Background: an optimization exercise with open tools, aiming at small area and a short achievable clock period. Do not read the settings as production practice. Only simulation tests tie the RTL to the original design; equivalence was not proved.

==> flow/design.v <==
module enigma(clk, srst_n, load, encrypt, crypt_mode, table_idx, code_in, code_out, code_valid);
input clk;          
input srst_n;       
input load;         
input encrypt;      
input crypt_mode;   
input [2-1:0] table_idx;  
input [6-1:0] code_in;	 
output reg [6-1:0] code_out;    
output reg code_valid;          
wire XOR_whitening_en;
wire [5:0] XOR_whitening_in;
wire [5:0] XOR_whitening_out;
wire XOR_whitening_out_valid;
wire [5:0] rotorA_ls_count, rotorA_for_dout;
wire rotorA_for_out_valid;
wire rotorA_we;
wire [5:0] for_bit_sw_out, inv_bit_sw_out;
wire [5:0] rotorA_inv_dout;
wire rotorA_inv_out_valid;
reg load_ff, encrypt_ff, crypt_mode_ff;
reg [1:0] table_idx_ff;
reg [5:0] code_in_ff;
wire [5:0] rotorB_for_din, rotorB_for_dout;
wire [5:0] rotorB_inv_din, rotorB_inv_dout;
wire rotorB_for_in_valid, rotorB_inv_in_valid;
wire rotorB_for_out_valid, rotorB_inv_out_valid;
wire bit_sw_inv_out_valid, bit_sw_inv_in_valid;
always @ (posedge clk) begin
  {load_ff, encrypt_ff, crypt_mode_ff, table_idx_ff, code_in_ff} <= {load, encrypt, crypt_mode, table_idx, code_in};
end
wire [5:0] plugboard_for_din, plugboard_inv_din; 
wire [5:0] plugboard_for_dout, plugboard_inv_dout;
wire plugboard_for_out_valid, plugboard_inv_out_valid;
assign plugboard_for_din = code_in_ff;
assign plugboard_inv_din = rotorA_inv_dout;
plugboard U_plugboard(
	.clk(clk),
	.srst_n(srst_n),
	.plugboard_for_din(plugboard_for_din),  
	.plugboard_inv_din(plugboard_inv_din),  
	.plugboard_for_dout(plugboard_for_dout),
	.plugboard_inv_dout(plugboard_inv_dout),
	.table_idx_ff(table_idx_ff),
	.load_ff(load_ff),
	.encrypt_ff(encrypt_ff),
	.plugboard_inv_in_valid(rotorA_inv_out_valid),
	.plugboard_for_out_valid(plugboard_for_out_valid),
	.plugboard_inv_out_valid(plugboard_inv_out_valid)
);
rotorA_forward U_rotorA_forward(
  .clk(clk),
  .srst_n(srst_n),
  .rotorA_for_din(plugboard_for_dout),  
  .code_in_ff(code_in_ff),
  .table_idx_ff(table_idx_ff),
  .crypt_mode_ff(crypt_mode_ff),
  .encrypt_ff(plugboard_for_out_valid),
  .load_ff(load_ff),
  .inverse_path_LSB(inv_bit_sw_out[1:0]),  
  .rotorA_for_dout(rotorA_for_dout),  
  .rotorA_ls_count(rotorA_ls_count),  
  .rotorA_for_out_valid(rotorA_for_out_valid),
  .rotorA_we(rotorA_we)
);
wire [5:0] inv_text_in;
assign inv_text_in = rotorB_inv_dout;
assign bit_sw_inv_in_valid = rotorB_inv_out_valid;
bit_sw U_bit_sw(
	.clk(clk),
  .srst_n(srst_n),
	.for_text_in(rotorA_for_dout),
	.inv_text_in(inv_text_in),
	.crypt_mode_ff(crypt_mode_ff),
	.sw_enable(rotorA_for_out_valid),
	.for_text_out(for_bit_sw_out),
	.inv_text_out(inv_bit_sw_out),
  .bit_sw_inv_in_valid(bit_sw_inv_in_valid),
  .bit_sw_inv_out_valid(bit_sw_inv_out_valid)
);
assign rotorB_for_din = for_bit_sw_out;
assign rotorB_inv_din = XOR_whitening_out;
assign rotorB_for_in_valid = rotorA_for_out_valid;  
assign rotorB_inv_in_valid = XOR_whitening_out_valid;
rotorB U_rotorB(
	.clk(clk),
	.rotorB_for_din(rotorB_for_din), 
	.rotorB_inv_din(rotorB_inv_din),
	.rotorB_for_dout(rotorB_for_dout),
	.rotorB_inv_dout(rotorB_inv_dout),
	.rotorB_for_in_valid(rotorB_for_in_valid),
	.rotorB_inv_in_valid(rotorB_inv_in_valid),
	.code_in_ff(code_in_ff),
	.table_idx_ff(table_idx_ff),
	.crypt_mode_ff(crypt_mode_ff),
	.load_ff(load_ff),
	.rotorB_for_out_valid(rotorB_for_out_valid),
	.rotorB_inv_out_valid(rotorB_inv_out_valid)
);
assign XOR_whitening_en = rotorB_for_out_valid;
assign XOR_whitening_in = rotorB_for_dout;
XOR_whitening U_XOR_whitening(
	.clk(clk),
	.srst_n(srst_n),
	.XOR_whitening_en(XOR_whitening_en),
	.XOR_whitening_in(XOR_whitening_in),
	.XOR_whitening_out(XOR_whitening_out),
	.XOR_whitening_out_valid(XOR_whitening_out_valid)
);
rotorA_inverse U_rotorA_inverse(
	.clk(clk),
	.srst_n(srst_n),
	.rotorA_inv_din(inv_bit_sw_out),  
	.rotorA_ls_count(rotorA_ls_count),  
	.code_in_ff(code_in_ff),
	.rotorA_we(rotorA_we),  
	.rotorA_inv_dout(rotorA_inv_dout),  
	.rotorA_inv_in_valid(bit_sw_inv_out_valid),
	.rotorA_inv_out_valid(rotorA_inv_out_valid)
);
always @ (posedge clk) begin
  code_out    <= plugboard_inv_dout;
  code_valid  <= plugboard_inv_out_valid;
end
endmodule
module sram64x6 (
  input        clk,
  input        we,     
  input  [5:0] addr, 
  input  [5:0] din,
  output [5:0] dout
);
  reg [5:0] mem [0:63];
  always @(posedge clk) begin
    if (we) mem[addr] <= din;
  end
  assign dout = mem[addr];
endmodule
module sram64x6_rotorA_for (
  input        clk,
  input        load,     
  input  [5:0] addr, 
  input  [5:0] din,
  output [5:0] dout
);
  reg [5:0] mem [0:63];
  integer i;
  always @(posedge clk) begin
    if (load) begin
		mem[63] <= din;
		for (i=0; i<63; i=i+1)
			mem[i] <= mem[i+1];
	end
  end
  assign dout = mem[addr];
endmodule
module XOR_whitening(
	input clk,
	input srst_n,
  input XOR_whitening_en,
  input [5:0] XOR_whitening_in,
	output [5:0] XOR_whitening_out,
  output XOR_whitening_out_valid
);
reg [5:0] state, state_next;
always @* begin
  if (XOR_whitening_en) state_next = {state[4:0], state[4]^state[5]};
  else state_next = state;
end
always @ (posedge clk) begin
  if (~srst_n) state <= 6'b000001;
  else state <= state_next;
end
assign  XOR_whitening_out = XOR_whitening_in ^ state;
assign  XOR_whitening_out_valid = XOR_whitening_en;
endmodule
module rotorA_forward (
  input clk,
  input srst_n,
  input [5:0] rotorA_for_din,  
  input [5:0] code_in_ff,
  input [1:0] table_idx_ff,
  input crypt_mode_ff,
  input encrypt_ff,
  input load_ff,
  input [1:0] inverse_path_LSB,  
  output [5:0] rotorA_for_dout,  
  output reg [5:0] rotorA_ls_count,  
  output reg rotorA_for_out_valid,
  output reg rotorA_we  
);
reg [5:0] rotorA_ls_count_next;  
reg [5:0] rotorA_addr_for;
reg [5:0] rotorA_addr_for_next;
reg  rotorA_we_next;
sram64x6_rotorA_for U_rotorA_forward_buffer(
  .clk(clk),
  .load(rotorA_we_next),
  .addr(rotorA_addr_for), 
  .din(code_in_ff),
  .dout(rotorA_for_dout)
);
always @*
 rotorA_we_next = (table_idx_ff == 2'b00 && load_ff == 1'b1);
always @ (posedge clk) begin
  rotorA_for_out_valid <= encrypt_ff;
end
always @ * begin
	if (rotorA_we_next) rotorA_ls_count_next = rotorA_ls_count + 1;
	else if (rotorA_for_out_valid) rotorA_ls_count_next = (crypt_mode_ff) ? rotorA_ls_count + inverse_path_LSB : rotorA_ls_count + rotorA_for_dout[1:0];  
  else rotorA_ls_count_next = rotorA_ls_count;
end
always @ * begin
  if (encrypt_ff) begin  
    rotorA_addr_for_next = rotorA_for_din + rotorA_ls_count_next;
  end
  else begin    
    rotorA_addr_for_next = rotorA_ls_count;
  end
end
always @ (posedge clk) begin
  rotorA_we <= rotorA_we_next;
end
always @ (posedge clk) begin
	if (~srst_n) begin
		rotorA_ls_count <= 6'd0;
		rotorA_addr_for	<= 6'd0;
	end
	else begin
		rotorA_ls_count <= rotorA_ls_count_next;
		rotorA_addr_for	<= rotorA_addr_for_next;
	end
end
endmodule
module rotorA_inverse (
  input clk,
  input srst_n,
  input [5:0] rotorA_inv_din, 
  input  [5:0] rotorA_ls_count,  
  input rotorA_we,  
  input [5:0] code_in_ff,
  output [5:0] rotorA_inv_dout,  
  input rotorA_inv_in_valid,
  output reg rotorA_inv_out_valid
);
reg [5:0]  rotorA_addr_inv, rotorA_din_inv;
reg [5:0] rotorA_addr_inv_next, rotorA_din_inv_next;
wire [5:0] rotorA_inv_sram_dout;
sram64x6 U_rotorA_inverse_buffer(
  .clk(clk),
  .we(rotorA_we),
  .addr(rotorA_addr_inv), 
  .din(rotorA_din_inv),
  .dout(rotorA_inv_sram_dout)
);
always @ * begin
    rotorA_din_inv_next = rotorA_ls_count;
end
always @ * begin
  if (rotorA_inv_in_valid) rotorA_addr_inv_next = rotorA_inv_din;
  else rotorA_addr_inv_next = code_in_ff;
end
reg [5:0] ls_count_buffer, ls_count_buffer_next;
wire [5:0] rotorA_inv_sram_dout_fixed;
always @ (posedge clk) begin
  ls_count_buffer <= rotorA_ls_count;
  rotorA_inv_out_valid <= rotorA_inv_in_valid;
end
assign rotorA_inv_dout = rotorA_inv_sram_dout - ls_count_buffer;
always @ (posedge clk) begin
	rotorA_din_inv 	<= rotorA_din_inv_next;
end
always @ (posedge clk) begin
	if (~srst_n) begin
		rotorA_addr_inv	<= 6'd0;
	end
	else begin
		rotorA_addr_inv	<= rotorA_addr_inv_next;
	end
end
endmodule
module bit_sw(
	input clk,
	input srst_n,
	input [5:0] for_text_in,
	input [5:0] inv_text_in,
	input crypt_mode_ff,
	input sw_enable,
	output reg [5:0] for_text_out,
	output reg [5:0] inv_text_out,
  input bit_sw_inv_in_valid, 
  output bit_sw_inv_out_valid
);
reg [1:0] mode, mode_next;
assign bit_sw_inv_out_valid = bit_sw_inv_in_valid;
always @ * begin
	if (sw_enable) mode_next = (crypt_mode_ff) ? inv_text_in[1:0] : for_text_out[1:0]; 
	else mode_next = mode;
end
always @* begin
	case(mode)
		2'b00: for_text_out = ~for_text_in;
		2'b01: for_text_out = {for_text_in[0], for_text_in[1], for_text_in[2], for_text_in[3], for_text_in[4], for_text_in[5]};
		2'b10: for_text_out = {for_text_in[4], for_text_in[5], for_text_in[2], for_text_in[3], for_text_in[0], for_text_in[1]};
		2'b11: for_text_out = {for_text_in[2], for_text_in[1], for_text_in[0], for_text_in[5], for_text_in[4], for_text_in[3]};
	endcase
end
always @* begin
	case(mode)
		2'b00: inv_text_out = ~inv_text_in;
		2'b01: inv_text_out = {inv_text_in[0], inv_text_in[1], inv_text_in[2], inv_text_in[3], inv_text_in[4], inv_text_in[5]};
		2'b10: inv_text_out = {inv_text_in[4], inv_text_in[5], inv_text_in[2], inv_text_in[3], inv_text_in[0], inv_text_in[1]};
		2'b11: inv_text_out = {inv_text_in[2], inv_text_in[1], inv_text_in[0], inv_text_in[5], inv_text_in[4], inv_text_in[3]};
	endcase
end
always @ (posedge clk) begin
	if (~srst_n) mode <= 0;
	else mode <= mode_next;
end
endmodule
module plugboard (
	input clk,
	input srst_n,
	input [5:0] plugboard_for_din,  
	input [5:0] plugboard_inv_din,  
	output [5:0] plugboard_for_dout,
	output [5:0] plugboard_inv_dout,
	input [1:0] table_idx_ff,
	input load_ff,
	input encrypt_ff,
	input plugboard_inv_in_valid,
	output reg plugboard_for_out_valid,
	output reg plugboard_inv_out_valid
);
reg state, state_next;
reg plugboard_we_next, plugboard_we, plugboard_we_ff;
wire [5:0] plugboard_for_addr;
reg [5:0]  plugboard_inv_addr, plugboard_inv_addr_next;
wire [5:0] plugboard_sram_din;
reg [17:0] temp;
reg plugboard_for_out_valid_beforeff;
reg plugboard_inv_out_valid_beforeff;
sram2r1w_64x6 U_plugboard(
  .clk(clk),
  .srst_n(srst_n),
  .we(plugboard_we_ff),
  .addr_for(plugboard_for_addr), 
  .addr_inv(plugboard_inv_addr),
  .din(plugboard_sram_din),
  .dout_for(plugboard_for_dout),
  .dout_inv(plugboard_inv_dout)
);
localparam CYCLE1 = 1'b0;
localparam CYCLE2 = 1'b1;
always @*
	plugboard_we_next = (table_idx_ff == 2'b01 && load_ff == 1'b1);
always @* begin
	if (plugboard_we_ff) state_next = ~state;
	else state_next = CYCLE2;  
end
always @ (posedge clk) begin
	temp <= {temp[11:0], plugboard_for_din};
end
assign plugboard_sram_din = temp[11:6];
assign plugboard_for_addr = state == CYCLE1 ? temp[17:12] : temp[5:0];
always @ * begin
	plugboard_inv_addr_next = plugboard_inv_din;
end
always @ (posedge clk) begin
	plugboard_we		<= plugboard_we_next;
	plugboard_we_ff		<= plugboard_we;
	state				<= state_next;
	plugboard_inv_addr					<= plugboard_inv_addr_next;
	plugboard_inv_out_valid 			<= plugboard_inv_in_valid;
	plugboard_for_out_valid_beforeff 	<= encrypt_ff;
	plugboard_for_out_valid 			<= plugboard_for_out_valid_beforeff;
end
endmodule
module sram2r1w_64x6 (
  input        clk,
  input 	   srst_n,
  input        we,    			 
  input  [5:0] addr_for, 		 
  input  [5:0] addr_inv, 		 
  input  [5:0] din,				 
  output reg [5:0] dout_for, 	 
  output [5:0] dout_inv 	 
);
  reg [5:0] mem [0:63];
  integer i;
  always @(posedge clk) begin
	dout_for	<= mem[addr_for];
  end
  always @ (posedge clk) begin
	if (~srst_n) begin
		for(i=0; i<64; i=i+1) mem[i] <= i;
	end
	else if (we) mem[addr_for] <= din;
  end
  assign dout_inv = mem[addr_inv];
endmodule
module rotorB (
	input clk,
	input [5:0] rotorB_for_din,  
	input [5:0] rotorB_inv_din,
	output [5:0] rotorB_for_dout,
	output [5:0] rotorB_inv_dout,
	input rotorB_for_in_valid,
	input rotorB_inv_in_valid,
	input [5:0] code_in_ff,
	input [1:0] table_idx_ff,
	input crypt_mode_ff,
	input load_ff,
	output rotorB_for_out_valid,
	output rotorB_inv_out_valid
);
wire load_sram;  
wire [1:0] rot_mode;  
assign load_sram = (table_idx_ff == 2'b10) && load_ff;
assign rot_mode = (crypt_mode_ff) ? rotorB_inv_din[1:0] : rotorB_for_dout[1:0] ;
sram64x6_rotorB U_sram64x6_rotorB(
  .clk(clk),
  .load(load_sram),     
  .rotorB_sram_din(code_in_ff),
  .rotorB_for_addr(rotorB_for_din),  
  .rotorB_inv_din(rotorB_inv_din),  
  .rotorB_for_dout(rotorB_for_dout),	 
  .rotorB_inv_dout(rotorB_inv_dout),  
  .rot_mode(rot_mode),
  .rotorB_in_valid(rotorB_for_in_valid)
);
assign rotorB_for_out_valid = rotorB_for_in_valid;
assign rotorB_inv_out_valid = rotorB_inv_in_valid;
endmodule
module sram64x6_rotorB (
  input        clk,
  input        load,     
  input  [5:0] rotorB_sram_din,
  input  [5:0] rotorB_for_addr,  
  input  [5:0] rotorB_inv_din,  
  output [5:0] rotorB_for_dout,	 
  output reg [5:0] rotorB_inv_dout,  
  input [1:0] rot_mode,
  input rotorB_in_valid
);
reg [5:0] mem [0:63];
integer i;
reg [5:0] mem_MUX [0:63];
always @* begin
  case (rot_mode)
    2'b00: begin
      for (i = 0; i < 64; i = i + 1)
        mem_MUX[i] = mem[i ^ 6'd0]; 
    end
    2'b01: begin
      for (i = 0; i < 64; i = i + 1)
        mem_MUX[i] = mem[i ^ 6'd1]; 
    end
    2'b10: begin
      for (i = 0; i < 64; i = i + 1)
        mem_MUX[i] = mem[i ^ 6'd2];
    end
    2'b11: begin
      for (i = 0; i < 64; i = i + 1)
        mem_MUX[i] = mem[i ^ 6'd3]; 
    end
    default: begin
      for (i = 0; i < 64; i = i + 1)
        mem_MUX[i] = mem[i];
    end
  endcase
end
always @(posedge clk) begin
	if (load) begin
		mem[63] <= rotorB_sram_din;
		for (i = 0; i < 63; i = i + 1)
			mem[i] <= mem[i+1];
	end
	else if (rotorB_in_valid) begin
		mem[0]  <= mem_MUX[56];
		mem[1]  <= mem_MUX[61];
		mem[2]  <= mem_MUX[25];
		mem[3]  <= mem_MUX[17];
		mem[4]  <= mem_MUX[42];
		mem[5]  <= mem_MUX[48];
		mem[6]  <= mem_MUX[23];
		mem[7]  <= mem_MUX[43];
		mem[8]  <= mem_MUX[10];
		mem[9]  <= mem_MUX[28];
		mem[10] <= mem_MUX[58];
		mem[11] <= mem_MUX[24];
		mem[12] <= mem_MUX[21];
		mem[13] <= mem_MUX[29];
		mem[14] <= mem_MUX[18];
		mem[15] <= mem_MUX[38];
		mem[16] <= mem_MUX[26];
		mem[17] <= mem_MUX[13];
		mem[18] <= mem_MUX[57];
		mem[19] <= mem_MUX[6];
		mem[20] <= mem_MUX[22];
		mem[21] <= mem_MUX[47];
		mem[22] <= mem_MUX[8];
		mem[23] <= mem_MUX[40];
		mem[24] <= mem_MUX[54];
		mem[25] <= mem_MUX[2];
		mem[26] <= mem_MUX[32];
		mem[27] <= mem_MUX[63];
		mem[28] <= mem_MUX[14];
		mem[29] <= mem_MUX[34];
		mem[30] <= mem_MUX[60];
		mem[31] <= mem_MUX[55];
		mem[32] <= mem_MUX[49];
		mem[33] <= mem_MUX[16];
		mem[34] <= mem_MUX[9];
		mem[35] <= mem_MUX[44];
		mem[36] <= mem_MUX[5];
		mem[37] <= mem_MUX[3];
		mem[38] <= mem_MUX[53];
		mem[39] <= mem_MUX[46];
		mem[40] <= mem_MUX[51];
		mem[41] <= mem_MUX[39];
		mem[42] <= mem_MUX[30];
		mem[43] <= mem_MUX[11];
		mem[44] <= mem_MUX[15];
		mem[45] <= mem_MUX[4];
		mem[46] <= mem_MUX[36];
		mem[47] <= mem_MUX[59];
		mem[48] <= mem_MUX[50];
		mem[49] <= mem_MUX[19];
		mem[50] <= mem_MUX[35];
		mem[51] <= mem_MUX[52];
		mem[52] <= mem_MUX[62];
		mem[53] <= mem_MUX[1];
		mem[54] <= mem_MUX[37];
		mem[55] <= mem_MUX[7];
		mem[56] <= mem_MUX[12];
		mem[57] <= mem_MUX[45];
		mem[58] <= mem_MUX[31];
		mem[59] <= mem_MUX[27];
		mem[60] <= mem_MUX[41];
		mem[61] <= mem_MUX[20];
		mem[62] <= mem_MUX[0];
		mem[63] <= mem_MUX[33];
	end
end
assign rotorB_for_dout = mem[rotorB_for_addr];
reg [63:0] hit;
integer k;
always @* begin
  for (k = 0; k < 64; k = k + 1) hit[k] = (rotorB_inv_din == mem[k]);
end
always @* begin
  rotorB_inv_dout = 6'd0;
  casez (hit)
    64'b???????????????????????????????????????????????????????????????1: rotorB_inv_dout = 6'd0;
    64'b??????????????????????????????????????????????????????????????1?: rotorB_inv_dout = 6'd1;
    64'b?????????????????????????????????????????????????????????????1??: rotorB_inv_dout = 6'd2;
    64'b????????????????????????????????????????????????????????????1???: rotorB_inv_dout = 6'd3;
    64'b???????????????????????????????????????????????????????????1????: rotorB_inv_dout = 6'd4;
    64'b??????????????????????????????????????????????????????????1?????: rotorB_inv_dout = 6'd5;
    64'b?????????????????????????????????????????????????????????1??????: rotorB_inv_dout = 6'd6;
    64'b????????????????????????????????????????????????????????1???????: rotorB_inv_dout = 6'd7;
    64'b???????????????????????????????????????????????????????1????????: rotorB_inv_dout = 6'd8;
    64'b??????????????????????????????????????????????????????1?????????: rotorB_inv_dout = 6'd9;
    64'b?????????????????????????????????????????????????????1??????????: rotorB_inv_dout = 6'd10;
    64'b????????????????????????????????????????????????????1???????????: rotorB_inv_dout = 6'd11;
    64'b???????????????????????????????????????????????????1????????????: rotorB_inv_dout = 6'd12;
    64'b??????????????????????????????????????????????????1?????????????: rotorB_inv_dout = 6'd13;
    64'b?????????????????????????????????????????????????1??????????????: rotorB_inv_dout = 6'd14;
    64'b????????????????????????????????????????????????1???????????????: rotorB_inv_dout = 6'd15;
    64'b???????????????????????????????????????????????1????????????????: rotorB_inv_dout = 6'd16;
    64'b??????????????????????????????????????????????1?????????????????: rotorB_inv_dout = 6'd17;
    64'b?????????????????????????????????????????????1??????????????????: rotorB_inv_dout = 6'd18;
    64'b????????????????????????????????????????????1???????????????????: rotorB_inv_dout = 6'd19;
    64'b???????????????????????????????????????????1????????????????????: rotorB_inv_dout = 6'd20;
    64'b??????????????????????????????????????????1?????????????????????: rotorB_inv_dout = 6'd21;
    64'b?????????????????????????????????????????1??????????????????????: rotorB_inv_dout = 6'd22;
    64'b????????????????????????????????????????1???????????????????????: rotorB_inv_dout = 6'd23;
    64'b???????????????????????????????????????1????????????????????????: rotorB_inv_dout = 6'd24;
    64'b??????????????????????????????????????1?????????????????????????: rotorB_inv_dout = 6'd25;
    64'b?????????????????????????????????????1??????????????????????????: rotorB_inv_dout = 6'd26;
    64'b????????????????????????????????????1???????????????????????????: rotorB_inv_dout = 6'd27;
    64'b???????????????????????????????????1????????????????????????????: rotorB_inv_dout = 6'd28;
    64'b??????????????????????????????????1?????????????????????????????: rotorB_inv_dout = 6'd29;
    64'b?????????????????????????????????1??????????????????????????????: rotorB_inv_dout = 6'd30;
    64'b????????????????????????????????1???????????????????????????????: rotorB_inv_dout = 6'd31;
    64'b???????????????????????????????1????????????????????????????????: rotorB_inv_dout = 6'd32;
    64'b??????????????????????????????1?????????????????????????????????: rotorB_inv_dout = 6'd33;
    64'b?????????????????????????????1??????????????????????????????????: rotorB_inv_dout = 6'd34;
    64'b????????????????????????????1???????????????????????????????????: rotorB_inv_dout = 6'd35;
    64'b???????????????????????????1????????????????????????????????????: rotorB_inv_dout = 6'd36;
    64'b??????????????????????????1?????????????????????????????????????: rotorB_inv_dout = 6'd37;
    64'b?????????????????????????1??????????????????????????????????????: rotorB_inv_dout = 6'd38;
    64'b????????????????????????1???????????????????????????????????????: rotorB_inv_dout = 6'd39;
    64'b???????????????????????1????????????????????????????????????????: rotorB_inv_dout = 6'd40;
    64'b??????????????????????1?????????????????????????????????????????: rotorB_inv_dout = 6'd41;
    64'b?????????????????????1??????????????????????????????????????????: rotorB_inv_dout = 6'd42;
    64'b????????????????????1???????????????????????????????????????????: rotorB_inv_dout = 6'd43;
    64'b???????????????????1????????????????????????????????????????????: rotorB_inv_dout = 6'd44;
    64'b??????????????????1?????????????????????????????????????????????: rotorB_inv_dout = 6'd45;
    64'b?????????????????1??????????????????????????????????????????????: rotorB_inv_dout = 6'd46;
    64'b????????????????1???????????????????????????????????????????????: rotorB_inv_dout = 6'd47;
    64'b???????????????1????????????????????????????????????????????????: rotorB_inv_dout = 6'd48;
    64'b??????????????1?????????????????????????????????????????????????: rotorB_inv_dout = 6'd49;
    64'b?????????????1??????????????????????????????????????????????????: rotorB_inv_dout = 6'd50;
    64'b????????????1???????????????????????????????????????????????????: rotorB_inv_dout = 6'd51;
    64'b???????????1????????????????????????????????????????????????????: rotorB_inv_dout = 6'd52;
    64'b??????????1?????????????????????????????????????????????????????: rotorB_inv_dout = 6'd53;
    64'b?????????1??????????????????????????????????????????????????????: rotorB_inv_dout = 6'd54;
    64'b????????1???????????????????????????????????????????????????????: rotorB_inv_dout = 6'd55;
    64'b???????1????????????????????????????????????????????????????????: rotorB_inv_dout = 6'd56;
    64'b??????1?????????????????????????????????????????????????????????: rotorB_inv_dout = 6'd57;
    64'b?????1??????????????????????????????????????????????????????????: rotorB_inv_dout = 6'd58;
    64'b????1???????????????????????????????????????????????????????????: rotorB_inv_dout = 6'd59;
    64'b???1????????????????????????????????????????????????????????????: rotorB_inv_dout = 6'd60;
    64'b??1?????????????????????????????????????????????????????????????: rotorB_inv_dout = 6'd61;
    64'b?1??????????????????????????????????????????????????????????????: rotorB_inv_dout = 6'd62;
    64'b1???????????????????????????????????????????????????????????????: rotorB_inv_dout = 6'd63;
    default: ; 
  endcase
end
endmodule
module inverse_mapping (
  input [1:0] mode,
  input [5:0] din,
  output reg [5:0] dout
);
wire [5:0] xor_din;
assign xor_din = din ^ {4'd0, mode};
always @* begin
  case (xor_din)
    6'h00: dout = 6'h38;  
    6'h01: dout = 6'h3D;  
    6'h02: dout = 6'h19;  
    6'h03: dout = 6'h11;  
    6'h04: dout = 6'h2A;  
    6'h05: dout = 6'h30;  
    6'h06: dout = 6'h17;  
    6'h07: dout = 6'h2B;  
    6'h08: dout = 6'h0A;  
    6'h09: dout = 6'h1C;  
    6'h0A: dout = 6'h3A;  
    6'h0B: dout = 6'h18;  
    6'h0C: dout = 6'h15;  
    6'h0D: dout = 6'h1D;  
    6'h0E: dout = 6'h12;  
    6'h0F: dout = 6'h26;  
    6'h10: dout = 6'h1A;  
    6'h11: dout = 6'h0D;  
    6'h12: dout = 6'h39;  
    6'h13: dout = 6'h06;  
    6'h14: dout = 6'h16;  
    6'h15: dout = 6'h2F;  
    6'h16: dout = 6'h08;  
    6'h17: dout = 6'h28;  
    6'h18: dout = 6'h36;  
    6'h19: dout = 6'h02;  
    6'h1A: dout = 6'h20;  
    6'h1B: dout = 6'h3F;  
    6'h1C: dout = 6'h0E;  
    6'h1D: dout = 6'h22;  
    6'h1E: dout = 6'h3C;  
    6'h1F: dout = 6'h37;  
    6'h20: dout = 6'h31;  
    6'h21: dout = 6'h10;  
    6'h22: dout = 6'h09;  
    6'h23: dout = 6'h2C;  
    6'h24: dout = 6'h05;  
    6'h25: dout = 6'h03;  
    6'h26: dout = 6'h35;  
    6'h27: dout = 6'h2E;  
    6'h28: dout = 6'h33;  
    6'h29: dout = 6'h27;  
    6'h2A: dout = 6'h1E;  
    6'h2B: dout = 6'h0B;  
    6'h2C: dout = 6'h0F;  
    6'h2D: dout = 6'h04;  
    6'h2E: dout = 6'h24;  
    6'h2F: dout = 6'h3B;  
    6'h30: dout = 6'h32;  
    6'h31: dout = 6'h13;  
    6'h32: dout = 6'h23;  
    6'h33: dout = 6'h34;  
    6'h34: dout = 6'h3E;  
    6'h35: dout = 6'h01;  
    6'h36: dout = 6'h25;  
    6'h37: dout = 6'h07;  
    6'h38: dout = 6'h0C;  
    6'h39: dout = 6'h2D;  
    6'h3A: dout = 6'h1F;  
    6'h3B: dout = 6'h1B;  
    6'h3C: dout = 6'h29;  
    6'h3D: dout = 6'h14;  
    6'h3E: dout = 6'h00;  
    6'h3F: dout = 6'h21;  
    default: dout = 6'h00;
  endcase
end
endmodule
==> flow/run.sh <==
#!/bin/bash
# synth_recipe.tcl (not shown) runs the flow's synth.tcl, then flattens the netlist and writes it again
# the make line also repeats each setting of config.mk as NAME=value (left out here)
make -C /OpenROAD-flow-scripts/flow DESIGN_CONFIG=/design/flow/config.mk WORK_HOME=/design/flow/orfs CLKGATE_MAP_FILE= SYNTH_SCRIPT=/design/flow/synth_recipe.tcl finish
==> flow/config.mk <==
export PLATFORM = sky130hd
export DESIGN_NAME = enigma
export DESIGN_NICKNAME = enigma
export VERILOG_FILES = /design/flow/design.v
export SDC_FILE = /design/flow/constraint.sdc
export NUM_CORES = 4
export LEC_CHECK = 0
export CAP_MARGIN = 20
export CORE_MARGIN = 2
export CORE_UTILIZATION = 40
export SLEW_MARGIN = 20
==> flow/constraint.sdc <==
create_clock -name core_clock -period 14.0 [get_ports {clk}]
set_input_delay 2.8000 -clock core_clock [delete_from_list [all_inputs] [get_ports {clk}]]
set_output_delay 2.8000 -clock core_clock [all_outputs]
set_load 0.01 [all_outputs]
==> results.txt <==
## per-layer routing
metal  up-vias  global-route usage, %
met3      1015                   6.25
met1     37505                   50.5
met5         -                      0
met2      5108                   57.4
li1      30031                      -
met4        24                   21.5
## registers in the layout, summed over array words and instances (netlist names), 2 cells and up
| name | cells |
|---|---|
| code_out | 6 |
| U_rotorA_forward.U_rotorA_forward_buffer.mem | 384 |
| U_rotorA_forward.rotorA_ls_count | 6 |
| U_rotorA_inverse.U_rotorA_inverse_buffer.mem | 384 |
| U_plugboard.U_plugboard.mem | 384 |
| table_idx_ff | 2 |
| U_rotorA_inverse.ls_count_buffer | 6 |
| U_XOR_whitening.state | 6 |
| U_plugboard.plugboard_inv_addr | 6 |
| code_in_ff | 6 |
| U_bit_sw.mode | 2 |
| U_plugboard.U_plugboard.dout_for | 6 |
| U_rotorB.U_sram64x6_rotorB.mem | 384 |
| U_plugboard.temp | 18 |
| U_rotorA_forward.rotorA_addr_for | 6 |
| U_rotorA_inverse.rotorA_addr_inv | 6 |
## cells in the mapped netlist, types with 24 or more instances
| master | number |
|---|---|
| mux2_2 | 40 |
| buf_4 | 24 |
| a21oi_1 | 410 |
| nor2_1 | 695 |
| nor3_1 | 95 |
| a32o_1 | 24 |
| dfxtp_1 | 89 |
| a22oi_1 | 295 |
| clkbuf_1 | 464 |
| o21ai_0 | 127 |
| a32oi_1 | 45 |
| inv_1 | 55 |
| xnor2_1 | 249 |
| mux4_2 | 225 |
| nand4_1 | 177 |
| a211oi_1 | 28 |
| edfxtp_1 | 1536 |
| or2_2 | 90 |
| xor2_1 | 65 |
| and3_1 | 215 |
| xnor3_1 | 116 |
| a221oi_1 | 80 |
| a31oi_1 | 69 |
| or3_1 | 110 |
| buf_1 | 100 |
| and2_1 | 97 |
| nand2_1 | 1082 |
| nor2b_1 | 29 |
| nand3_1 | 272 |
| a22o_1 | 97 |
| o211ai_1 | 31 |
| o22ai_1 | 34 |
| and4_1 | 27 |
| mux2i_1 | 287 |
| nor4_1 | 45 |
| buf_2 | 92 |
| nand2b_1 | 31 |
## final cells by class
class	count	area, µm²
antenna	8	20.0
inverter	57	214
timing repair buffer	440	3620
sequential	1625	47900
multi-input combinational	5572	39800
fill	20510	123000
clock inverter	106	1290
tap	2992	3740
clock buffer	215	4610
## path summary, 6_finish.rpt
kind	to	slack [ns]	cells past startpoint
setup / recovery	U_rotorA_forward.rotorA_addr_for[5]	0.60	40
hold / removal	U_plugboard.plugboard_inv_out_valid	0.33	0
setup reg to reg	U_rotorA_forward.rotorA_addr_for[5]	0.60	40
hold reg to reg	U_plugboard.plugboard_inv_out_valid	0.33	0
## through the flow
stage	worst slack [ns]	std cells	instance area (µm²)	utilization, %
floorplan	0.393	7948	90300	-
global placement	0.398	10684	95200	42.4
detailed placement	1.04	10685	95200	42.4
CTS	0.961	11006	101000	45.0
global route	0.375	11009	101000	45.0
finish	0.605	11015	101000	45.0
## cells in the final DEF, fill, tap and decap left out, types with 177 or more instances in the layout
cell type     n
nand4_1     177
mux4_2      225
xnor2_1     244
nand3_1     272
edfxtp_1   1536
and3_1      213
nor2_1      690
mux2i_1     285
a22oi_1     294
a21oi_1     406
buf_4       400
nand2_1    1080
## kinds of logic (layout without fill, tap and decap cells)
| family | Yosys count | after routing |
|---|---|---|
| adder cells (fa/ha/maj) | 17 | 17 |
| other | 0 | 8 |
| flip-flops | 1625 | 1625 |
| AND/OR/NAND/NOR | 3089 | 3089 |
| buffers and inverters | 751 | 818 |
| AO/OA/AOI/OAI | 1477 | 1477 |
| XOR/XNOR | 431 | 431 |
| multiplexers | 558 | 558 |
==> metrics.md <==
| Metric | Value |
|---|---|
| Status | `timing/DRC/antenna clean` |
| Buf/Inv on CP | `4` |
| Final setup viols | `0` |
| Root buf cell | `clkbuf_16` |
| CP startpoint | `U_rotorA_forward.rotorA_addr_for[4]` |
| DRT Wirelength | `441000 µm` |
| H-Tree Depth | `4` |
| Final Max Slew Viols | `0` |
| CTS Hold Bufs | `0` |
| Clock latency (worst-skew pair) | `0.87 ns` |
| Worst slew pin tran | `between 1 and 1.5 ns` |
| Cell Rows | `approximately 170` |
| Worst hold path startpoint | `U_rotorA_inverse.rotorA_inv_out_valid` |
| Total clock sinks | `1625` |
| Clock skew | `0.0527 ns` |
| Startpoint Class | `flop` |
| Simple-gate share of the synthesized area | `between 10% and 20%` |
| Routed length per placed instance | `40.0 µm` |
| Post-synth EDFFs | `1536` |
| Mean area per synthesized cell | `11.4 µm²` |
| RSZ-0062 raised after global routing | `no` |
| Max Root-Sink Buffers | `3` |
| Yosys warns | `13` |
| Initial antenna violation count | `34` |
| Ys flop type | `edfxtp_1` |
| Die area | `roughly 230000 µm²` |
| Post-layout min period | `13.40 ns` |
| Routed Antenna Nets | `0` |
| Post-route DRC | `0` |
| Met2 WL post-DR | `196000 µm` |
| Hold Crit Class | `flop to flop` |
| Mux cell area share after synthesis | `9.37%` |
| Share of cells above drive strength 1 | `between 10% and 20%` |
| Port Buffers | `19` |
| WS Path Type | `flop to flop` |
| Largest family of logic cells by synthesized area | `simple AND/OR/NAND/NOR gates` |
| Syn nets | `7978` |
| CP top delay family | `simple AND/OR/NAND/NOR gates` |
| Largest net degree at the start of global routing | `roughly 150` |
| TritonCTS clock tree | `yes` |
| Cell variety after synth | `118` |
| Setup TNS Final | `0 ns` |
| CP Capture Type | `flop` |
| WP data arrival | `around 14 ns` |
| Core area | `225000 µm²` |
| Rel. slew slack | `between 10% and 20%` |
| WL met3 | `39000 µm` |
| Synth Area in Compound Gates | `a little under an eighth` |
| Dominant cells by area after synthesis | `edfxtp_1 (51%), mux4_2 (5.6%), nand2_1 (4.5%)` |
| Total iterations of the first detailed-routing run | `8` |
| Leading area contributor after synthesis | `edfxtp_1` |
| Critical path's largest stage delay | `1.07 ns` |
| Die Y | `479 µm` |
| Routability cong. | `1.10` |
| IO Count | `20` |
| Setup bufs post-CTS | `0` |
| Synth Area in XOR/XNOR | `around 6.0%` |
| Synthesized flop and latch total | `approximately 1600` |
| Post-CTS resize count | `0` |
| Vias in the first global route | `68706` |
| Fin crit share | `95.7%` |
| Die X | `479 µm` |
| Fin. Hold Viols | `0` |
| Top-area cell type share of the netlist area | `approximately 50%` |
| Initial Utilization | `40.2%` |
| First-pass GRT wire length | `597000 µm` |
| Gate Count Post-Synth | `7948` |
| Worst-path clk slew | `roughly 0.07 ns` |
| GRT overflow | `0` |
| Top Layer Used | `met5` |
| Crit path max-delay cell type | `nor4bb_1` |
| Vias | `73683` |
| Synth Area in Adders | `less than 1%` |
| NumNets Final | `7901` |
| CTS buffer count | `175` |
| Cell Area, Synth | `around 90000 µm²` |
| Hold_ws | `0.327 ns` |
| 1st-iter DRT viols | `11709` |
| DP Wirelength | `315000 µm` |
| Via density | `6.69` |
| Crit-path max FO | `32` |
| Part of the Yosys area used for sequential elements | `53.0%` |
| Reg2reg start | `U_rotorA_forward.rotorA_addr_for[4]` |
| Synth async-reset ratio | `0%` |
| Highest clock rate | `roughly 0.075 GHz` |
| Routed length on met1 | `175000 µm` |
| GRT Util Overall | `a little under two fifths` |
| Worst EP required | `between 10 and 15 ns` |
| Area Growth Syn to Fin | `12.1%` |
| Max-Cap Viols | `0` |

## what the ideal ports hide
In the flow no input, the clock included, has a driving cell. The finished layout below was timed again as built, in two steps.
Step 1 sets driving cells, clkbuf_16 on the clock port and buf_2 on the other inputs (assumed; they add their load-dependent delay and slew).
Step 2 also shifts input and output timing later by t, the mid clock arrival at the registers, as if the neighbouring blocks saw the same clock.
Slacks: ideal / step 1 / step 2; pairs: ideal / step 1.
t, ns: 0.943
slack for setup (ns): 0.605 / 0.605 / 0.605
worst hold slack (ns): 0.327 / 0.327 / 0.327
slew at the worst register clock pin (ns): 0.09 / 0.09
After both steps setup and hold are still met in this run. The setup slack of this run moves by 0.000 ns with the drivers and by 0.000 ns with both steps.
